What follows belongs to an exercise in optimizing a design on an open flow for small area, a short achievable clock period and few clock cycles; a production flow would make more cautious choices.
RTL that was checked went through simulation tests only; none was proved equivalent to the original.
Power figures rest on the tool's default switching activity, not on a simulated workload.

Setup of oak:
// FPU_FSM
module FPU_FSM (
  input wire clk,
  input wire reset,
  input wire start,
  input wire       sign_bit_a,
  input wire [7:0] int_part_a,
  input wire [7:0] frac_part_a,
  input wire       sign_bit_b,
  input wire [7:0] int_part_b,
  input wire [7:0] frac_part_b,
  input wire [1:0] S,  
  output wire [31:0] result,
  output wire       sign_bit_result,
  output wire [7:0] int_part_result,
  output wire [7:0] frac_part_result,
  output reg done
);
  localparam K = 3;                    
  localparam NMC = (16 + K - 1) / K;   
  localparam MW = NMC * K;             
  localparam ML = 23 - MW;             
  wire [15:0] A = {int_part_a, frac_part_a};
  wire [15:0] B = {int_part_b, frac_part_b};
  wire nzA = |A;
  wire nzB = |B;
  wire sac = sign_bit_a & nzA;
  wire sbc = sign_bit_b & nzB;
  wire eff_sub = sac ^ sbc ^ S[0];
  wire [16:0] s_ab = {1'b0, A} + {1'b0, B};
  wire [16:0] d_ab = {1'b0, A} - {1'b0, B};
  wire [15:0] d_ba = B - A;
  wire a_lt_b = d_ab[16];
  wire [16:0] M = !eff_sub ? s_ab : (a_lt_b ? {1'b0, d_ba} : d_ab);
  wire add_sign = (eff_sub & a_lt_b) ? (sbc ^ S[0]) : sac;
  wire [16:0] nin = M;
  reg [16:0] nt;
  reg [4:0] nz;
  always @(*) begin
    nt = nin;
    nz[4] = (nt[16:1] == 16'd0); if (nz[4]) nt = {nt[0], 16'd0};
    nz[3] = (nt[16:9] == 8'd0);  if (nz[3]) nt = {nt[8:0], 8'd0};
    nz[2] = (nt[16:13] == 4'd0); if (nz[2]) nt = {nt[12:0], 4'd0};
    nz[1] = (nt[16:15] == 2'd0); if (nz[1]) nt = {nt[14:0], 2'd0};
    nz[0] = ~nt[16];             if (nz[0]) nt = {nt[15:0], 1'b0};
  end
  reg [15:0] at;
  reg [3:0] az;
  always @(*) begin
    at = A;
    az[3] = (at[15:8] == 8'd0);  if (az[3]) at = {at[7:0], 8'd0};
    az[2] = (at[15:12] == 4'd0); if (az[2]) at = {at[11:0], 4'd0};
    az[1] = (at[15:14] == 2'd0); if (az[1]) at = {at[13:0], 2'd0};
    az[0] = ~at[15];             if (az[0]) at = {at[14:0], 1'b0};
  end
  reg [15:0] bt;
  reg [3:0] bz;
  ...
export LEC_CHECK = 0
export ABC_AREA = 1
export CAP_MARGIN = 20
export CORE_MARGIN = 2
export CORE_UTILIZATION = 50
export PLACE_DENSITY = 0.65
export SLEW_MARGIN = 20
create_clock -name core_clock -period 22.0 [get_ports {clk}]
standard.sh (not shown) runs the stock make flow with config.mk's settings and CLKGATE_MAP_FILE= SYNTH_SCRIPT=/design/flow/synth_recipe.tcl, a recipe that flattens the netlist after the stock synthesis.
==> flow/flow/run.sh <==
#!/bin/bash
set -euo pipefail
cd "$(dirname "$0")/.."
bash standard.sh SETUP_SLACK_MARGIN=13 "BUFFER_PORTS_ARGS=-buffer_cell sky130_fd_sc_hd__buf_2" finish > standard_flow.log 2>&1
Relative to oak, the following input files were edited for pine:
-- flow/design.v --
<<< oak, line 95
  reg b_mul, b_div, pk;
  reg dm;              
  reg [2:0] cnt;
  reg [16:0] X;        
>>> pine, line 95
  reg b_mul, b_div, pk;
  reg dm;              
  reg pcr;             
  reg [2:0] cnt;
  reg [16:0] X;        
<<< oak, line 153
  wire ovf = rnd & ones;
  wire [22:0] pm_r = !rnd ? pm : (ones ? 23'h400000 : pm + 23'd1);
  wire [7:0] pe = res[30:23] + {7'd0, ovf};
  always @(posedge clk or posedge reset) begin
    if (reset) begin
>>> pine, line 154
  wire ovf = rnd & ones;
  wire [22:0] pm_r = !rnd ? pm : (ones ? 23'h400000 : pm + 23'd1);
  wire [7:0] pke = res[30:23] + {7'd0, pcr};    
  wire [7:0] pe = pke + {7'd0, ovf};
  always @(posedge clk or posedge reset) begin
    if (reset) begin
<<< oak, line 214
    end
    if (b_mul) begin
      if (cnt == NMC - 1) begin
        res[22:ML] <= Pn[MW-1:0];
        res[30:23] <= res[30:23] + {7'd0, pcl};
      end else begin
        res[22:ML] <= MQn;
>>> pine, line 216
    end
    if (b_mul) begin
      pcr <= pcl;
      if (cnt == NMC - 1) begin
        res[22:ML] <= Pn[MW-1:0];
      end else begin
        res[22:ML] <= MQn;
<<< oak, line 227
  end
  assign result = pk ? {res[31], pe, pm_r} : res;
  wire [7:0] rs = res[30:23];
  wire wov = pk & ovf;
  wire [25:0] W = {wov, 1'b1, wov ? 23'd0 : result[22:0], 1'b0};
>>> pine, line 229
  end
  assign result = pk ? {res[31], pe, pm_r} : res;
  wire [7:0] rs = pk ? pke : res[30:23];
  wire wov = pk & ovf;
  wire [25:0] W = {wov, 1'b1, wov ? 23'd0 : result[22:0], 1'b0};
==> run notes <==
For pine, the category of the critical setup timing path was input port to register, unlike oak, where it was register to primary output.
pine — global-route usage 1.1 points lower, oak as reference
Compared with oak, in pine detailed-route wire length on metal 1 lower; total number of cells along the worst setup path moved up.
Clock sink count: higher on pine
oak has lower number of different library cells in the post-synthesis netlist than pine.
Count of clock-buffer cells in the layout: pine < oak
Sort oak and pine by post-synthesis cell count, ascending, and pine comes first.
[compare] base=oak new=pine: combinational cell power higher; non-clock buffer count decreased by 33 relative to the old numbers.
Of oak and pine, pine shows the lower cell area, with oak above it.
pine vs oak on first-pass GRT wire length: pine is the lower one.
Between pine and oak, it is pine whose via count is lower, by 1.9%.
Testbench counts of pine, summed over its fixed seeds: cycles 41,078.
The RTL of oak was laid out without a check of its function.

==> static timing again, ports no longer ideal <==
The flow's constraints put no driver on any port. The routed layouts listed below were extracted and timed again, unchanged, in two steps.
Step 1 (the two cells are an assumption about what drives the block):
set clk [get_ports {clk}]
set_driving_cell -lib_cell sky130_fd_sc_hd__clkbuf_16 $clk
set_driving_cell -lib_cell sky130_fd_sc_hd__buf_2 [delete_from_list [all_inputs] $clk]
Step 2 adds t to the input delays and takes it off the output delays; t is the mean of the earliest and latest rising clock arrival at the registers after step 1. Input paths then give back, and output paths get back, about the clock's delay inside the block.
Slacks: no drivers / after step 1 / after step 2; pairs: no drivers / after step 1.
run | t, ns | slack for setup (ns) | pins driven straight from the clock port
oak | 0.399 | 13.256 / 13.208 / 12.928 | 1
pine | 0.402 | 13.316 / 13.341 / 12.938 | 1
After both steps every run listed still meets setup and hold. For pine, which loses most, drivers alone change the setup slack by +0.025 ns; drivers and shift together by -0.378 ns.
